From an optimization exercise on the open Yosys and OpenROAD flow, aimed at small area, a short achievable clock period and few clock cycles; shortcuts taken in it are not production practice.
Only simulation tests tie the RTL to the original design; equivalence was not proved.

File: flow/run.sh
#!/bin/bash
# synth_recipe.tcl (not shown) runs the flow's synth.tcl, then flattens the netlist and writes it again
# the make line also repeats each setting of config.mk as NAME=value (left out here)
make -C /OpenROAD-flow-scripts/flow DESIGN_CONFIG=/design/flow/config.mk WORK_HOME=/design/flow/orfs CLKGATE_MAP_FILE= SYNTH_SCRIPT=/design/flow/synth_recipe.tcl finish
File: flow/config.mk
export PLATFORM = sky130hd
export DESIGN_NAME = milestone1
export DESIGN_NICKNAME = milestone1
export VERILOG_FILES = /design/flow/design.v
export SDC_FILE = /design/flow/constraint.sdc
export NUM_CORES = 4
export LEC_CHECK = 0
export CAP_MARGIN = 20
export CORE_MARGIN = 2
export CORE_UTILIZATION = 40
export SLEW_MARGIN = 20
File: flow/constraint.sdc
create_clock -name core_clock -period 20.0 [get_ports {clock}]
set_input_delay 4.0000 -clock core_clock [delete_from_list [all_inputs] [get_ports {clock}]]
set_output_delay 4.0000 -clock core_clock [all_outputs]
set_load 0.01 [all_outputs]
File: flow/design.v
typedef enum logic [1:0] {
	S_IDLE,
	S_ENABLE_UART_RX,
	S_WAIT_UART_RX,
	S_M1_enable
} top_state_type;
typedef enum logic [4:0] {
	S_M1_IDLE,
	LEAD_IN_0,
	LEAD_IN_1,
	LEAD_IN_2,
	LEAD_IN_3,
	LEAD_IN_4,
	LEAD_IN_5,
	COMM_CASE_1_0,
	COMM_CASE_1_1,
	COMM_CASE_1_2,
	COMM_CASE_1_3,
	COMM_CASE_1_4,
	COMM_CASE_1_5,
	COMM_CASE_2_0,
	COMM_CASE_2_1,
	COMM_CASE_2_2,
	COMM_CASE_2_3,
	COMM_CASE_2_4,
	COMM_CASE_2_5,
	LEAD_OUT_0,
	LEAD_OUT_1,
	LEAD_OUT_2,
	LEAD_OUT_3,
	LEAD_OUT_4,
	LEAD_OUT_5
} M1_state_type;
typedef enum logic [1:0] {
	S_RXC_IDLE,
	S_RXC_SYNC,
	S_RXC_ASSEMBLE_DATA,
	S_RXC_STOP_BIT
} RX_Controller_state_type;
typedef enum logic [2:0] {
	S_US_IDLE,
	S_US_STRIP_FILE_HEADER_1,
	S_US_STRIP_FILE_HEADER_2,
	S_US_START_FIRST_BYTE_RECEIVE,
	S_US_WRITE_FIRST_BYTE,
	S_US_START_SECOND_BYTE_RECEIVE,
	S_US_WRITE_SECOND_BYTE
} UART_SRAM_state_type;
typedef enum logic [3:0] {
	S_VS_WAIT_NEW_PIXEL_ROW,
	S_VS_NEW_PIXEL_ROW_DELAY_1,
	S_VS_NEW_PIXEL_ROW_DELAY_2,
	S_VS_NEW_PIXEL_ROW_DELAY_3,
	S_VS_NEW_PIXEL_ROW_DELAY_4,
	S_VS_NEW_PIXEL_ROW_DELAY_5,
	S_VS_FETCH_PIXEL_DATA_0,
	S_VS_FETCH_PIXEL_DATA_1,
	S_VS_FETCH_PIXEL_DATA_2,
	S_VS_FETCH_PIXEL_DATA_3
} VGA_SRAM_state_type;
`timescale 1ns/100ps
`default_nettype none
module milestone1 (
		input logic clock,                    
		input logic Resetn,
		input logic Enable,
		output	logic [17:0] SRAM_address,
		output 	logic [15:0] SRAM_write_data,
		output	logic SRAM_we_n,
		input		logic [15:0] SRAM_read_data,
		output   logic M1_end
);
logic SRAM_ready;
M1_state_type state;
logic [17:0] U_address; 
logic [17:0] V_address;
logic [17:0] Y_address;
logic [17:0] RGB_address;
logic [63:0] U_values;  
logic [63:0] V_values; 
logic [31:0] Y_values;  
logic [63:0] temp_U;  
logic [63:0] temp_V;  
logic [31:0] temp_prime;  
logic [7:0] Uprime_values;  
logic [7:0] Vprime_values;  
logic [31:0] RGB_values;  
logic [7:0] redo, rede, greeno, greene, blueo, bluee;  
logic [31:0] red_calc, green_calc, blue_calc;  
logic [31:0] Uprime_odd;  
logic [31:0] Vprime_odd;  
logic FC_check;  
logic [7:0] some_counter;  
logic [7:0] pic_end;  
logic [31:0] mult_op1, mult_op2, mult_op3, mult_op4, mult_op5, mult_op6, Mult_result1, Mult_result2, Mult_result3;  
logic [63:0] Mult_result1_long, Mult_result2_long, Mult_result3_long;  
always_ff @(posedge clock or negedge Resetn) begin
	if (~Resetn) begin
		state <= S_M1_IDLE;
		SRAM_address <= 18'h00000;
		SRAM_write_data <= 16'h0000;
		SRAM_we_n <= 1'b1;
		U_address <= 18'd38400; 
		V_address <= 18'd57600;
		Y_address <= 18'h00000;
		RGB_address <= 18'd146944;
		U_values <= 64'b000000;
		V_values <= 64'b000000;
		Y_values <= 32'b00000;
		Uprime_values <= 16'b0000;
		Vprime_values <= 16'b0000;
		Uprime_odd <= 32'b00000;
		Vprime_odd <= 32'b00000;
		RGB_values <= 48'b000000;
		M1_end <= 1'b0;
		some_counter <= 8'b000;
		pic_end <= 8'b000;
		temp_U <= 64'b000000;
		temp_V <= 64'b000000;
		FC_check <= 1'b0;
		end 
		else begin
			case(state)
			S_M1_IDLE: begin
				if (Enable == 1 && pic_end != 240) begin
					U_values <= 64'b000000;
					V_values <= 64'b000000;
					Y_values <= 32'b00000;
					SRAM_we_n <= 1'b1;
					Uprime_values <= 16'b0000;
					Vprime_values <= 16'b0000;
					Uprime_odd <= 32'b00000;
					Vprime_odd <= 32'b00000;
					RGB_values <= 48'b000000;
					some_counter <= 8'h000;
					temp_U <= 64'b000000;
					temp_V <= 64'b000000;
					SRAM_we_n <= 1;
					SRAM_address <= U_address;  
					U_address <= U_address + 1'h1;  
					FC_check <= 1'b0;
					state <= LEAD_IN_0;		
				end
				else  if (pic_end >= 240) begin
					SRAM_we_n <= 1;
					M1_end <= 1'b1;	
				end
			end	
			LEAD_IN_0: begin  
				SRAM_address <= V_address;
				V_address <= V_address + 1'h1;			
				state <= LEAD_IN_1;
			end
			LEAD_IN_1: begin  
				SRAM_address <= Y_address;
				Y_address <= Y_address + 1'h1;		
				state <= LEAD_IN_2;
			end
			LEAD_IN_2: begin  
				SRAM_address <= U_address;
				U_address <= U_address + 1'h1;		
				U_values[63:48] <= SRAM_read_data;  
				state <= LEAD_IN_3;
			end
			LEAD_IN_3: begin  
				SRAM_address <= V_address;
				V_address <= V_address + 1'h1;
				V_values[63:48] <= SRAM_read_data;  
				state <= LEAD_IN_4;
			end
			LEAD_IN_4: begin
				Y_values[31:16] <= SRAM_read_data;  
				state <= LEAD_IN_5;
			end
			LEAD_IN_5:begin  
				U_values[47:32] <= SRAM_read_data;
				state <= COMM_CASE_1_0;			
			end
			COMM_CASE_1_0: begin
				if (FC_check == 0) begin 
					Uprime_values[7:0] <= U_values[63:56];
					Vprime_values[7:0] <= V_values[63:56];
					V_values[47:32] <= SRAM_read_data;
				end else begin
					Uprime_values[7:0] <= U_values[47:40];
					Vprime_values[7:0] <= V_values[47:40];
				end
				Uprime_odd[31:0] <= {{8{temp_prime[31]}},temp_prime[31:8]}; 
				SRAM_we_n <= 1;
				if (some_counter >= 'd156)
					SRAM_address <= U_address;
				else begin
					SRAM_address <= U_address;
					U_address <= U_address + 1'h1;
				end
				state <= COMM_CASE_1_1;
			end
			COMM_CASE_1_1: begin
				Vprime_odd[31:0] <= {{8{temp_prime[31]}},temp_prime[31:8]};
				if (FC_check == 1) begin
					temp_U[63:8] <= U_values[55:0];
					temp_V[63:8] <= V_values[55:0];
				end						
				if (some_counter >= 'd156)
					SRAM_address <= V_address;
				else begin
					SRAM_address <= V_address;
					V_address <= V_address + 1'h1;
				end
				state <= COMM_CASE_1_2;
			end
			COMM_CASE_1_2: begin
				if (FC_check == 1) begin
					U_values[63:0] <= temp_U[63:0];
					V_values[63:0] <= temp_V[63:0];
				end
				RGB_values[31:24] <= rede;  
				RGB_values[23:16] <= bluee;  
				if (some_counter >= 159)
					SRAM_address <= Y_address;
				else begin
					SRAM_address <= Y_address;	
					Y_address <= Y_address + 1'h1;
				end
				state <= COMM_CASE_1_3;				
			end
			COMM_CASE_1_3: begin				
				if (FC_check == 0)
					U_values[31:16] <= SRAM_read_data;
				else
					U_values[23:8] <= SRAM_read_data;
				SRAM_address <= RGB_address;
				RGB_address <= RGB_address + 1'h1;	
				SRAM_we_n <= 0;
				SRAM_write_data <= {{RGB_values[31:24]}, {greene[7:0]}};  
				state <= COMM_CASE_1_4;
			end
			COMM_CASE_1_4: begin
				if (FC_check == 0)
					V_values[31:16] <= SRAM_read_data;
				else
					V_values[23:8] <= SRAM_read_data;
				RGB_values[15:8] <= redo;  
				RGB_values[7:0] <= blueo;  
				SRAM_address <= RGB_address;
				RGB_address <= RGB_address + 1'h1;
				SRAM_write_data <= {{RGB_values[23:16]}, {redo[7:0]}};
				some_counter <= some_counter + 1;
				state <= COMM_CASE_1_5;	
			end
			COMM_CASE_1_5: begin
				Y_values[15:0] <= SRAM_read_data;
				SRAM_write_data <= {{greeno[7:0]}, {RGB_values[7:0]}};
				SRAM_address <= RGB_address;
				RGB_address <= RGB_address + 1'h1;
				if(some_counter == 159)  
					state <= LEAD_OUT_0;	
				else
					state <= COMM_CASE_2_0;
			end
			COMM_CASE_2_0: begin
				if (FC_check == 0) begin
					Uprime_values[7:0] <= U_values[55:48];
					Vprime_values[7:0] <= V_values[55:48];
				end else begin
					Uprime_values[7:0] <= U_values[47:40];
					Vprime_values[7:0] <= V_values[47:40];
				end
				Uprime_odd[31:0] <= {{8{temp_prime[31]}},temp_prime[31:8]};
				SRAM_we_n <= 1;
				SRAM_address <= Y_address;
				Y_address <= Y_address + 1'h1;
				state <= COMM_CASE_2_1;
			end
			COMM_CASE_2_1: begin
				Vprime_odd[31:0] <= {{8{temp_prime[31]}},temp_prime[31:8]}; 
				state <= COMM_CASE_2_2;
			end
			COMM_CASE_2_2: begin
				if (FC_check == 1) begin
					temp_U[63:8] <= U_values[55:0];
					temp_V[63:8] <= V_values[55:0];
				end	
				RGB_values[31:24] <= rede;  
				RGB_values[23:16] <= bluee;  
				state <= COMM_CASE_2_3;
			end
			COMM_CASE_2_3: begin
				if (FC_check == 1) begin
					U_values[63:0] <= temp_U[63:0];
					V_values[63:0] <= temp_V[63:0];
				end	
				Y_values[31:16] <= SRAM_read_data;
				SRAM_address <= RGB_address;
				SRAM_we_n <= 0;
				SRAM_write_data <= {{RGB_values[31:24]}, {greene[7:0]}};  
				RGB_address <= RGB_address + 1'h1;	
				state <= COMM_CASE_2_4;
			end
			COMM_CASE_2_4: begin
				RGB_values[15:8] <= redo;  
				RGB_values[7:0] <= blueo;  
				some_counter <= some_counter + 1;
				SRAM_address <= RGB_address;
				RGB_address <= RGB_address + 1'h1;	
				SRAM_write_data <= {{RGB_values[23:16]}, {redo[7:0]}};
				FC_check <= 1;
				state <= COMM_CASE_2_5;
			end
			COMM_CASE_2_5: begin
				SRAM_address <= RGB_address;
				RGB_address <= RGB_address + 1'h1;	
				SRAM_write_data <= {{greeno[7:0]}, {RGB_values[7:0]}};
				if(some_counter == 159) begin
					state <= LEAD_OUT_0;	
				end
				else
					state <= COMM_CASE_1_0;
			end
			LEAD_OUT_0: begin
				SRAM_we_n <= 1;
				Uprime_values[7:0] <= U_values[47:40];
				Vprime_values[7:0] <= V_values[47:40];		
				Uprime_odd[31:0] <= {{8{temp_prime[31]}},temp_prime[31:8]};
				state <= LEAD_OUT_1;
			end
			LEAD_OUT_1: begin
				Vprime_odd[31:0] <= {{8{temp_prime[31]}},temp_prime[31:8]};
				state <= LEAD_OUT_2;
			end
			LEAD_OUT_2: begin
				RGB_values[31:24] <= rede;  
				RGB_values[23:16] <= bluee;  
				state <= LEAD_OUT_3;
			end
			LEAD_OUT_3: begin
				SRAM_address <= RGB_address;
				SRAM_write_data <= {{RGB_values[31:24]}, {greene[7:0]}};  
				SRAM_we_n <= 0;
				RGB_address <= RGB_address + 1;
				state <= LEAD_OUT_4;
			end
			LEAD_OUT_4: begin
				RGB_values[15:8] <= redo;  
				RGB_values[7:0] <= blueo;  
				FC_check <= 0;
				SRAM_address <= RGB_address;
				SRAM_write_data <= {{RGB_values[23:16]}, {redo[7:0]}};	
				RGB_address <= RGB_address + 1;
				state <= LEAD_OUT_5;
			end
			LEAD_OUT_5: begin
				SRAM_address <= RGB_address;
				SRAM_write_data <= {{greeno[7:0]}, {RGB_values[7:0]}};
				RGB_address <= RGB_address + 1'h1;
				pic_end <= pic_end + 1;
				state <= S_M1_IDLE;
			end
			default: state <= S_M1_IDLE;
			endcase			
end
end
always_comb begin
	mult_op1 = 0;
	mult_op2 = 0;
	mult_op3 = 0;
	mult_op4 = 0;
	mult_op5 = 0;
	mult_op6 = 0;
	case(state)
	COMM_CASE_1_0: begin
	if (FC_check == 0) begin
		mult_op1 = 32'd21;
		mult_op2 = U_values[63:56] + U_values[39:32];
		mult_op3 = -32'd52; 
		mult_op4 = U_values[63:56] + U_values[47:40];
		mult_op5 = 32'd159;
		mult_op6 = U_values[63:56] + U_values[55:48];
	end
	else if (some_counter == 158) begin
		mult_op1 = 32'd21;
		mult_op2 = U_values[63:56] + U_values[39:32];
		mult_op3 = -32'd52; 
		mult_op4 = U_values[55:48] + U_values[39:32];
		mult_op5 = 32'd159;
		mult_op6 = U_values[47:40] + U_values[39:32];
	end
	else begin
		mult_op1 = 32'd21;
		mult_op2 = U_values[63:56] + U_values[23:16];
		mult_op3 = -32'd52; 
		mult_op4 = U_values[55:48] + U_values[31:24];
		mult_op5 = 32'd159;
		mult_op6 = U_values[47:40] + U_values[39:32];
	end
	end
	COMM_CASE_1_1: begin
	if (FC_check == 0) begin
		mult_op1 = 32'd21;
		mult_op2 = V_values[63:56] + V_values[39:32];
		mult_op3 = -32'd52; 
		mult_op4 = V_values[63:56] + V_values[47:40];
		mult_op5 = 32'd159;
		mult_op6 = V_values[63:56] + V_values[55:48];
	end 
	else if (some_counter == 158) begin
		mult_op1 = 32'd21;
		mult_op2 = V_values[63:56] + V_values[39:32];
		mult_op3 = -32'd52; 
		mult_op4 = V_values[55:48] + V_values[39:32];
		mult_op5 = 32'd159;
		mult_op6 = V_values[47:40] + V_values[39:32];
	end
	else begin	
		mult_op1 = 32'd21;
		mult_op2 = V_values[63:56] + V_values[23:16];
		mult_op3 = -32'd52; 
		mult_op4 = V_values[55:48] + V_values[31:24];
		mult_op5 = 32'd159;
		mult_op6 = V_values[47:40] + V_values[39:32];
	end
	end
	COMM_CASE_1_2: begin
		mult_op1 = Y_values[31:24] + (-32'd16);
		mult_op2 = 32'd76284;
		mult_op3 = Vprime_values[7:0] + (-32'd128);
		mult_op4 = 32'd104595;
		mult_op5 = Uprime_values[7:0] + (-32'd128);
		mult_op6 = 32'd132251;
	end
	COMM_CASE_1_3: begin
		mult_op1 = Y_values[31:24] + (-32'd16);
		mult_op2 = 32'd76284;
		mult_op3 = Vprime_values[7:0] + (-32'd128);
		mult_op4 = -32'd53281;
		mult_op5 = Uprime_values[7:0] + (-32'd128);
		mult_op6 = -32'd25624;
	end
	COMM_CASE_1_4: begin
		mult_op1 = Y_values[23:16] + (-32'd16);
		mult_op2 = 32'd76284;
		mult_op3 = Vprime_odd[31:0] + (-32'd128);
		mult_op4 = 32'd104595;
		mult_op5 = Uprime_odd[31:0] + (-32'd128);
		mult_op6 = 32'd132251;
	end
	COMM_CASE_1_5: begin
		mult_op1 = Y_values[23:16] + (-32'd16);
		mult_op2 = 32'd76284;
		mult_op3 = Vprime_odd[31:0] + (-32'd128);
		mult_op4 = -32'd53281;
		mult_op5 = Uprime_odd[31:0] + (-32'd128);
		mult_op6 = -32'd25624;
	end
	COMM_CASE_2_0: begin
	if (FC_check == 0) begin
		mult_op1 = 32'd21;
		mult_op2 = U_values[63:56] + U_values[31:24];
		mult_op3 = -32'd52; 
		mult_op4 = U_values[63:56] + U_values[39:32];
		mult_op5 = 32'd159;
		mult_op6 = U_values[55:48] + U_values[47:40];
	end 
	else if (some_counter == 157) begin
		mult_op1 = 32'd21;
		mult_op2 = U_values[63:56] + U_values[31:24];
		mult_op3 = -32'd52; 
		mult_op4 = U_values[55:48] + U_values[31:24];
		mult_op5 = 32'd159;
		mult_op6 = U_values[47:40] + U_values[39:32];
	end else begin	
		mult_op1 = 32'd21;
		mult_op2 = U_values[63:56] + U_values[23:16];
		mult_op3 = -32'd52; 
		mult_op4 = U_values[55:48] + U_values[31:24];
		mult_op5 = 32'd159;
		mult_op6 = U_values[47:40] + U_values[39:32];
	end
	end
	COMM_CASE_2_1: begin
	if (FC_check == 0) begin
		mult_op1 = 32'd21;
		mult_op2 = V_values[63:56] + V_values[31:24];
		mult_op3 = -32'd52; 
		mult_op4 = V_values[63:56] + V_values[39:32];
		mult_op5 = 32'd159;
		mult_op6 = V_values[55:48] + V_values[47:40];
	end else if (some_counter == 157) begin
		mult_op1 = 32'd21;
		mult_op2 = V_values[63:56] + V_values[31:24];
		mult_op3 = -32'd52; 
		mult_op4 = V_values[55:48] + V_values[31:24];
		mult_op5 = 32'd159;
		mult_op6 = V_values[47:40] + V_values[39:32];
	end else begin	
		mult_op1 = 32'd21;
		mult_op2 = V_values[63:56] + V_values[23:16];
		mult_op3 = -32'd52; 
		mult_op4 = V_values[55:48] + V_values[31:24];
		mult_op5 = 32'd159;
		mult_op6 = V_values[47:40] + V_values[39:32];
	end
	end
	COMM_CASE_2_2: begin
		mult_op1 = Y_values[15:8] + (-32'd16);
		mult_op2 = 32'd76284;
		mult_op3 = Vprime_values[7:0] + (-32'd128);
		mult_op4 = 32'd104595;
		mult_op5 = Uprime_values[7:0] + (-32'd128);
		mult_op6 = 32'd132251;
	end
	COMM_CASE_2_3: begin
		mult_op1 = Y_values[15:8] + (-32'd16);
		mult_op2 = 32'd76284;
		mult_op3 = Vprime_values[7:0] + (-32'd128);
		mult_op4 = -32'd53281;
		mult_op5 = Uprime_values[7:0] + (-32'd128);
		mult_op6 = -32'd25624;
	end
	COMM_CASE_2_4: begin
		mult_op1 = Y_values[7:0] + (-32'd16);
		mult_op2 = 32'd76284;
		mult_op3 = Vprime_odd[31:0] + (-32'd128);
		mult_op4 = 32'd104595;
		mult_op5 = Uprime_odd[31:0] + (-32'd128);
		mult_op6 = 32'd132251;
	end
	COMM_CASE_2_5: begin
		mult_op1 = Y_values[7:0] + (-32'd16);
		mult_op2 = 32'd76284;
		mult_op3 = Vprime_odd[31:0] + (-32'd128);
		mult_op4 = -32'd53281;
		mult_op5 = Uprime_odd[31:0] + (-32'd128);
		mult_op6 = -32'd25624;
	end
	LEAD_OUT_0: begin
		mult_op1 = 32'd21;
		mult_op2 = U_values[63:56] + U_values[47:40];
		mult_op3 = -32'd52; 
		mult_op4 = U_values[55:48] + U_values[47:40];
		mult_op5 = 32'd159;
		mult_op6 = U_values[47:40] + U_values[47:40];
	end
	LEAD_OUT_1: begin
		mult_op1 = 32'd21;
		mult_op2 = V_values[63:56] + V_values[47:40];
		mult_op3 = -32'd52; 
		mult_op4 = V_values[55:48] + V_values[47:40];
		mult_op5 = 32'd159;
		mult_op6 = V_values[47:40] + V_values[47:40];
	end
	LEAD_OUT_2: begin
		mult_op1 = Y_values[15:8] + (-32'd16);
		mult_op2 = 32'd76284;
		mult_op3 = Vprime_values[7:0] + (-32'd128);
		mult_op4 = 32'd104595;
		mult_op5 = Uprime_values[7:0] + (-32'd128);
		mult_op6 = 32'd132251;
	end
	LEAD_OUT_3: begin
		mult_op1 = Y_values[15:8] + (-32'd16);
		mult_op2 = 32'd76284;
		mult_op3 = Vprime_values[7:0] + (-32'd128);
		mult_op4 = -32'd53281;
		mult_op5 = Uprime_values[7:0] + (-32'd128);
		mult_op6 = -32'd25624;
	end
	LEAD_OUT_4: begin
		mult_op1 = Y_values[7:0] + (-32'd16);
		mult_op2 = 32'd76284;
		mult_op3 = Vprime_odd[31:0] + (-32'd128);
		mult_op4 = 32'd104595;
		mult_op5 = Uprime_odd[31:0] + (-32'd128);
		mult_op6 = 32'd132251;
	end
	LEAD_OUT_5: begin
		mult_op1 = Y_values[7:0] + (-32'd16);
		mult_op2 = 32'd76284;
		mult_op3 = Vprime_odd[31:0] + (-32'd128);
		mult_op4 = -32'd53281;
		mult_op5 = Uprime_odd[31:0] + (-32'd128);
		mult_op6 = -32'd25624;
	end
	endcase
end
assign Mult_result1_long = mult_op1* mult_op2;
assign Mult_result2_long = mult_op3* mult_op4;
assign Mult_result3_long = mult_op5* mult_op6;
assign Mult_result1 = Mult_result1_long[31:0];
assign Mult_result2 = Mult_result2_long[31:0];
assign Mult_result3 = Mult_result3_long[31:0];
assign temp_prime[31:0] = Mult_result1 + Mult_result2 + Mult_result3 + 32'd128;
always_comb begin
	red_calc = Mult_result1 + Mult_result2;
	green_calc = Mult_result1 + Mult_result2 + Mult_result3;
	blue_calc = Mult_result1 + Mult_result3;
	if(red_calc[31] == 1) begin
		redo = 8'd0;
		rede = 8'd0;
	end else 
	if(red_calc[30:24] > 0) begin
			redo = 8'd255;
			rede = 8'd255;
	end else begin
		redo = red_calc[23:16];
		rede = red_calc[23:16];
	end
	if(green_calc[31] == 1) begin
		greeno = 8'd0;
		greene = 8'd0;
	end else 
	if(green_calc[30:24] > 0) begin
			greeno = 8'd255;
			greene = 8'd255;
	end else begin
		greeno = green_calc[23:16];
		greene = green_calc[23:16];
	end
	if(blue_calc[31] == 1) begin
		blueo = 8'd0;
		bluee = 8'd0;
	end else 
	if(blue_calc[30:24] > 0) begin
			blueo = 8'd255;
			bluee = 8'd255;
	end else begin
		blueo = blue_calc[23:16];
		bluee = blue_calc[23:16];
	end
end
endmodule
==> results.txt <==
[worst reg2reg max path: cells and delay by family, from the launching register on]
kind / cells / cell delay [ps]
xor gates and xnor gates: 3 / 980
buffers and inverters: 12 / 810
DFF: 1 / 1060
AOI/OAI and AO/OA: 17 / 3690
and+or+nand+nor: 18 / 4050
adders and majority gates: 18 / 7760
[final cells by class]
type | count | area, um^2 | share of cell area [%]
clock buffer | 73 | 1430 | 2.04
clock inverter | 16 | 244 | 0.348
inverter | 1281 | 4810 | 6.86
multi-input combinational | 5283 | 48200 | 68.7
sequential | 458 | 11500 | 16.4
tap | 2175 | 2720 | 3.88
timing repair buffer | 147 | 1260 | 1.80
[cells by family after synthesis]
logic type | count (synthesis)
and+or+nand+nor | 1850
DFF | 458
other | 2
xor gates and xnor gates | 400
adders and majority gates | 1523
buffers and inverters | 1546
muxes | 38
AOI/OAI and AO/OA | 1418
[cells in the final DEF, fill, tap and decap left out, drive strengths merged, types with 54 or more instances in the layout]
master,count
inv,1282
fa,941
nand2,769
ha,582
nor2,502
dfrtp,443
a21oi,379
o21ai,329
xnor2,274
xor2,123
a22oi,120
nor3,111
buf,94
a21o,90
nand3,90
a22o,73
clkbuf,73
nand2b,71
nor2b,58
conb,54
[state kept, by name (all words and copies together), names as in the netlist, 8 cells and up]
name / flops
Y_address: 18
SRAM_write_data: 16
some_counter: 8
SRAM_address: 18
V_address: 18
Uprime_values: 8
RGB_address: 18
U_address: 18
temp_U: 48
RGB_values: 24
U_values: 56
Vprime_odd: 24
Uprime_odd: 24
pic_end: 8
Vprime_values: 8
V_values: 56
temp_V: 48
Y_values: 32
[per-layer routing]
metal / vias to the layer above / GRT usage, %
li1: 23500 / -
met1: 26300 / 37.4
met2: 1933 / 41.6
met3: 381 / 3.14
met4: 0 / 9.69
met5: - / 0
[final timing paths]
check	endpoint	slack, ps	cells after the start
worst max register to register	SRAM_write_data[3]	1530	68
worst min register to register	Y_address[17]	480	1
max in group asynchronous	Vprime_odd[13]	14280	3
worst max-delay path	SRAM_write_data[3]	1530	68
min in group asynchronous	Y_address[14]	3390	1
worst min-delay path	Y_address[17]	480	1
[metrics by stage]
stage               std cells  util [%]  worst slack, ps  hold WS, ps
floorplan                7287         -             3490          442
CTS                      9433      43.2             1690          479
global placement         9343      42.2             1990          461
global route             9433      43.2              256          505
finish                   9433      43.2             1530          475
detailed placement       9344      42.2             1800          469
==> flow_metrics.tcl <==
set metrics [dict create \
    synth_warnings 1 \
    wl_met3_um 14300 \
    fin_crit_sh_pct 92.4 \
    overflow 0 \
    initial_core_util_pct 40.2 \
    rsz0062_at_grt "false" \
    die_area_um2 166000 \
    route.detailed.drc 0 \
    critical_path_arrival_ps 18960 \
    grt_pass1_vias 52600 \
    drt_wl_total_um 221000 \
    hold_buffers 0 \
    grt_start_max_net_pins 151 \
    cts.clk_slew.worst_paths_ps 70 \
    synth_top_cell_area_share_pct 28.9 \
    htreeDepth 2 \
    row_count 148 \
    post_cts_buffers 0 \
    worst_pin_slew_ps 1260 \
    area_growth_pct 7.59 \
    finalSetupViolCount 0 \
    synth_area_leaders "fa_1 29%, dfrtp_1 17%, ha_1 11%" \
    tns_ps 0 \
    cts_buffers 49 \
    fp.coreArea_um2 162000 \
    grt_usage_pct 26.5 \
    async_reset_ff_share_pct 100 \
    portBuffers 54 \
    num_vias 52100 \
    worst-path-buf-inv 12 \
    cts_tree "done" \
    synthMuxAreaShare_pct 0.603 \
    r2r_start "state[4]" \
    syn_avg_cell_area_um2 9.01 \
    layout-drive-gt1-share_pct 4.37 \
    max_stage_delay_ps 1060 \
    drt_iter0_drc 5121 \
    worst-setup-path-type "reg -> reg" \
    max_freq_mhz 54.1 \
    netlist_area_um2 65200 \
    status "no timing/DRC/antenna violations" \
    ys_seq_area_share_pct 17.6 \
    synthSimpleGateAreaFrac_pct 12.8 \
    slew_viol_final 0 \
    die_h_um 408 \
    startpoint "state[4]" \
    diodes 0 \
    synth.distinct_cells 115 \
    path_max_fanout 38 \
    synth_xor_area_share_pct 5.47 \
    cp-start-kind "flop" \
    worstHoldPathType "reg -> reg" \
    ant_nets 0 \
    design_area_um2 70100 \
    slowest_stage "dfrtp_1" \
    crit_top_cell "fa_1" \
    cts_resized 0 \
    ys_top_cells_by_count "1280 x inv_1, 941 x fa_1, 767 x nand2_1" \
    wl_met2_um 99300 \
    clk_latency_ps 640 \
    die_w_um 408 \
    clk_root_buffer_cell "clkbuf_16" \
    via_per_inst 5.53 \
    syn_inst 7235 \
    synthFlopType "dfrtp_1" \
    clock_skew_ps 50.7 \
    detail_route.wl_per_cell_um 23.4 \
    hold_violations 0 \
    relSlewSlack_pct 15.9 \
    min_period_ps 18470 \
    synth_compound_area_share_pct 14.4 \
    cts_sinks 458 \
    firstDrtPassIters 7 \
    antenna_found_initial 4 \
    critical-path-top-delay-family "adder cells" \
    fill_cells 16100 \
    maxCapViolations 0 \
    place_congestion 1.00 \
    min_from "Y_address[17]" \
    pin_count 55 \
    grt_pass1_wl_um 335000 \
    yosys.cell_count.top_type "inv_1" \
    yosys.area_share.adder_pct 40.1 \
    placed_area_um2 68400 \
    worstPathRequired_ps 20480 \
    synth_top_family_by_area "adder cells" \
    synth_area_leader_cell "fa_1" \
    synth_edf_count 0 \
    finalNetCount 8762 \
    met1Wirelength_um 97600 \
    clockBufferDepth 3 \
    worstSetupEndpointType "flop" \
    highest-signal-layer "met4" \
    hpwlAfterDp_um 182000 \
    yosys_register_bits 458 \
]
Testbench counts, summed over its fixed seeds: cycles 928,328.

-- what the ideal ports hide --
How much do the figures lean on ideal ports? The routed layout below was timed once more, with nothing changed but the port constraints. Step 1, drivers: a clkbuf_16 drives clock and a buf_2 each remaining input, both assumed. Step 2, shift: input delay + t, output delay - t, t = (earliest + latest rising clock arrival at the registers) / 2. This alone moves slack from input paths to output paths. a / b / c = no drivers / after step 1 / after step 2; a / b = the first two.
t (ns): 0.684
setup slack, ns: 1.529 / 1.529 / 1.529
slew at the worst register clock pin (ns): 0.07 / 0.07
After both steps this run still meets setup and hold. The setup slack of this run moves by 0.000 ns with the drivers and by 0.000 ns with both steps.
